Background: an optimization exercise with open tools, aiming at small area and a short achievable clock period. Do not read the settings as production practice.
Only simulation tests tie the RTL to the original design; equivalence was not proved.

Setup of the previous run:
Design filter, start of the top module:
module filter #(parameter DATA_WIDTH = 16) (
    input clk,
    input rst_n,
    input signed [DATA_WIDTH-1:0] FilterIn,
    input ValidIn,
    output signed [32:0] data_out,
    output reg ValidOut);
Size in the first run: about 2,600 cells after synthesis, roughly 570 flip-flops, about 0.037 mm2 of cells after synthesis.
Settings: LEC_CHECK=0, CAP_MARGIN=20, CORE_MARGIN=2, CORE_UTILIZATION=65, SETUP_SLACK_MARGIN=5, SLEW_MARGIN=20, SYNTH_HIERARCHICAL=1, TNS_END_PERCENT=100; clock period 10.5 ns.
standard.sh (not shown) runs the stock make flow with config.mk's settings and CLKGATE_MAP_FILE= SYNTH_SCRIPT=/design/flow/synth_recipe.tcl, a recipe that flattens the netlist after the stock synthesis.
==> flow/flow/run.sh <==
#!/bin/bash
# Layout: the standard flow (standard.sh) unchanged, except that timing repair
# aims at a larger setup margin (a shorter period than the 10.5 ns clock) and the
# port buffers are plain buffers instead of delay cells.  make's full output goes
# to make_finish.log here; each ORFS step keeps its own log under orfs/logs/.
set -uo pipefail
bash standard.sh SETUP_SLACK_MARGIN=6.2 'BUFFER_PORTS_ARGS=-buffer_cell sky130_fd_sc_hd__buf_4' finish > make_finish.log 2>&1
status=$?
tail -n 40 make_finish.log
exit $status
The previous run did not stop at any stage, and its layout met the timing, DRC and antenna checks.
## Diff of input files: the current run against the previous run
-- flow/flow/run.sh --
<<< the previous run, line 7
bash standard.sh SETUP_SLACK_MARGIN=6.2 'BUFFER_PORTS_ARGS=-buffer_cell sky130_fd_sc_hd__buf_4' finish > make_finish.log 2>&1
>>> the current run, line 7
bash standard.sh SETUP_SLACK_MARGIN=6.0 'BUFFER_PORTS_ARGS=-buffer_cell sky130_fd_sc_hd__buf_4' finish > make_finish.log 2>&1
-- flow/config.mk --
<<< the previous run, line 11
>>> the current run, line 11
export CTS_BUF_LIST = sky130_fd_sc_hd__clkbuf_4 sky130_fd_sc_hd__clkbuf_8
export CTS_CLUSTER_SIZE = 24
### Flow results
- Of the current run and the previous run, the run reporting the lower post-route non-filler standard cell count was the previous run.
- Cell area after layout was higher in the run labelled the previous run.
- The current run ended with less worst relative slew slack than the previous run.
- Comparing the current run and the previous run, the lower critical path arrival is on the previous run.
- Diff the current run and the previous run: number of CTS-inserted buffers lower in the previous run
- Status: multi-input gate share of the layout cell area parity (the previous run, the current run)
- Where clock skew after layout is concerned, the previous run is better than the current run.
- The previous run leaves more setup margin than the current run.
- Diff the previous run -> the current run: count of TritonRoute iterations in the first routing pass shows an increase of 2; wire length after detailed routing shows no meaningful change.


JK:
Another version of the RTL of filter (not shown whole).
For scale: about 2,500 cells after synthesis, roughly 53 I/O pins, roughly 0.037 mm^2 of cells after synthesis.
clock: 10.5 ns
lec_check: 0
cap_margin: 20
core_margin: 2
core_utilization: 65
setup_slack_margin: 5
slew_margin: 20
synth_hierarchical: 1
tns_end_percent: 100
==> flow/flow/run.sh <==
#!/bin/bash
# Layout: the standard flow (standard.sh) unchanged, except that timing repair
# aims at a larger setup margin (a shorter period than the 10.5 ns clock) and the
# port buffers are plain buffers instead of delay cells.  make's full output goes
# to make_finish.log here; each ORFS step keeps its own log under orfs/logs/.
set -uo pipefail
bash standard.sh SETUP_SLACK_MARGIN=6.35 'BUFFER_PORTS_ARGS=-buffer_cell sky130_fd_sc_hd__buf_4' finish > make_finish.log 2>&1
status=$?
tail -n 40 make_finish.log
exit $status
JK finished all stages; the layout is clean.
Setup changes, JK to MS
# JK
export LEC_CHECK = 0
export CAP_MARGIN = 20
export CORE_MARGIN = 2
export CORE_UTILIZATION = 65
export SETUP_SLACK_MARGIN = 5
export SLEW_MARGIN = 20
export SYNTH_HIERARCHICAL = 1
export TNS_END_PERCENT = 100
create_clock -name core_clock -period 10.5 [get_ports {clk}]
# MS
export LEC_CHECK = 0
export CAP_MARGIN = 20
export CORE_MARGIN = 2
export CORE_UTILIZATION = 25
export SETUP_SLACK_MARGIN = 5
export SLEW_MARGIN = 20
export SYNTH_HIERARCHICAL = 1
export TNS_END_PERCENT = 100
create_clock -name core_clock -period 10.5 [get_ports {clk}]
diff --git a/flow/flow/run.sh b/flow/flow/run.sh
--- a/flow/flow/run.sh
+++ b/flow/flow/run.sh
@@ -6,3 +6,3 @@
 set -uo pipefail
-bash standard.sh SETUP_SLACK_MARGIN=6.35 'BUFFER_PORTS_ARGS=-buffer_cell sky130_fd_sc_hd__buf_4' finish > make_finish.log 2>&1
+bash standard.sh SETUP_SLACK_MARGIN=6.25 'BUFFER_PORTS_ARGS=-buffer_cell sky130_fd_sc_hd__buf_4' finish > make_finish.log 2>&1
 status=$?
Results
Final cell utilization of the core down 46 points in MS wrt JK. Row initial standard-cell utilization of the core: MS lower / JK higher. JK was smaller in final cell area than MS. [compare] base=JK new=MS: clock-buffer cell count saw an increase; total clock buffers created by CTS increased 1. Final period demand of the worst path (lower): MS.
diff inputs: MS => AL
# MS
export LEC_CHECK = 0
export CAP_MARGIN = 20
export CORE_MARGIN = 2
export CORE_UTILIZATION = 25
export SETUP_SLACK_MARGIN = 5
export SLEW_MARGIN = 20
export SYNTH_HIERARCHICAL = 1
export TNS_END_PERCENT = 100
create_clock -name core_clock -period 10.5 [get_ports {clk}]
# AL
export LEC_CHECK = 0
export CAP_MARGIN = 20
export CORE_MARGIN = 2
export CORE_UTILIZATION = 65
export SETUP_SLACK_MARGIN = 5
export SLEW_MARGIN = 20
export SYNTH_HIERARCHICAL = 1
export TNS_END_PERCENT = 100
create_clock -name core_clock -period 10.5 [get_ports {clk}]
diff --git a/flow/flow/run.sh b/flow/flow/run.sh
--- a/flow/flow/run.sh
+++ b/flow/flow/run.sh
@@ -6,3 +6,3 @@
 set -uo pipefail
-bash standard.sh SETUP_SLACK_MARGIN=6.25 'BUFFER_PORTS_ARGS=-buffer_cell sky130_fd_sc_hd__buf_4' finish > make_finish.log 2>&1
+bash standard.sh SETUP_SLACK_MARGIN=6.0 'BUFFER_PORTS_ARGS=-buffer_cell sky130_fd_sc_hd__buf_4' finish > make_finish.log 2>&1
 status=$?
Results
- AL has completed all stages; timing, DRC and antenna checks passed.
- Setup slack was lower in the run labelled AL.
- [AL vs MS] cell count: lower in AL

[separate check: timing with driven ports]
In the flow no input, the clock included, has a driving cell. The finished layouts below were timed again as built, in two steps. Step 1 (the two cells are an assumption about what drives the block):
set clk [get_ports {clk}]
set_driving_cell -lib_cell sky130_fd_sc_hd__clkbuf_16 $clk
set_driving_cell -lib_cell sky130_fd_sc_hd__buf_2 [delete_from_list [all_inputs] $clk]
Step 2 times the ports against the registers' clock, not the clock port: input delays grow and output delays shrink by t, the midpoint of the rising clock arrivals with the driver on. a / b / c = no drivers / after step 1 / after step 2; a / b = the first two.
| run | t, ns | slack for setup (ns) | worst hold slack (ns) | worst setup path after step 2 | slew at the worst register clock pin (ns) |
|---|---|---|---|---|---|
| the previous run | 0.690 | 5.980 / 5.878 / 5.189 | 0.344 / 0.344 / 0.344 | input to register | 0.07 / 0.07 |
| the current run | 0.752 | 5.860 / 5.797 / 5.209 | 0.340 / 0.340 / 0.340 | input to register | 0.07 / 0.07 |
| JK | 0.681 | 6.253 / 6.166 / 5.485 | 0.331 / 0.331 / 0.331 | input to register | 0.07 / 0.07 |
| MS | 0.694 | 6.306 / 6.199 / 5.505 | 0.346 / 0.346 / 0.346 | input to register | 0.07 / 0.07 |
| AL | 0.671 | 6.051 / 6.024 / 5.354 | 0.349 / 0.349 / 0.349 | input to register | 0.07 / 0.07 |
After both steps every run listed still meets setup and hold. The setup slack of MS, which loses most, moves by -0.107 ns with the drivers and by -0.801 ns with both steps.
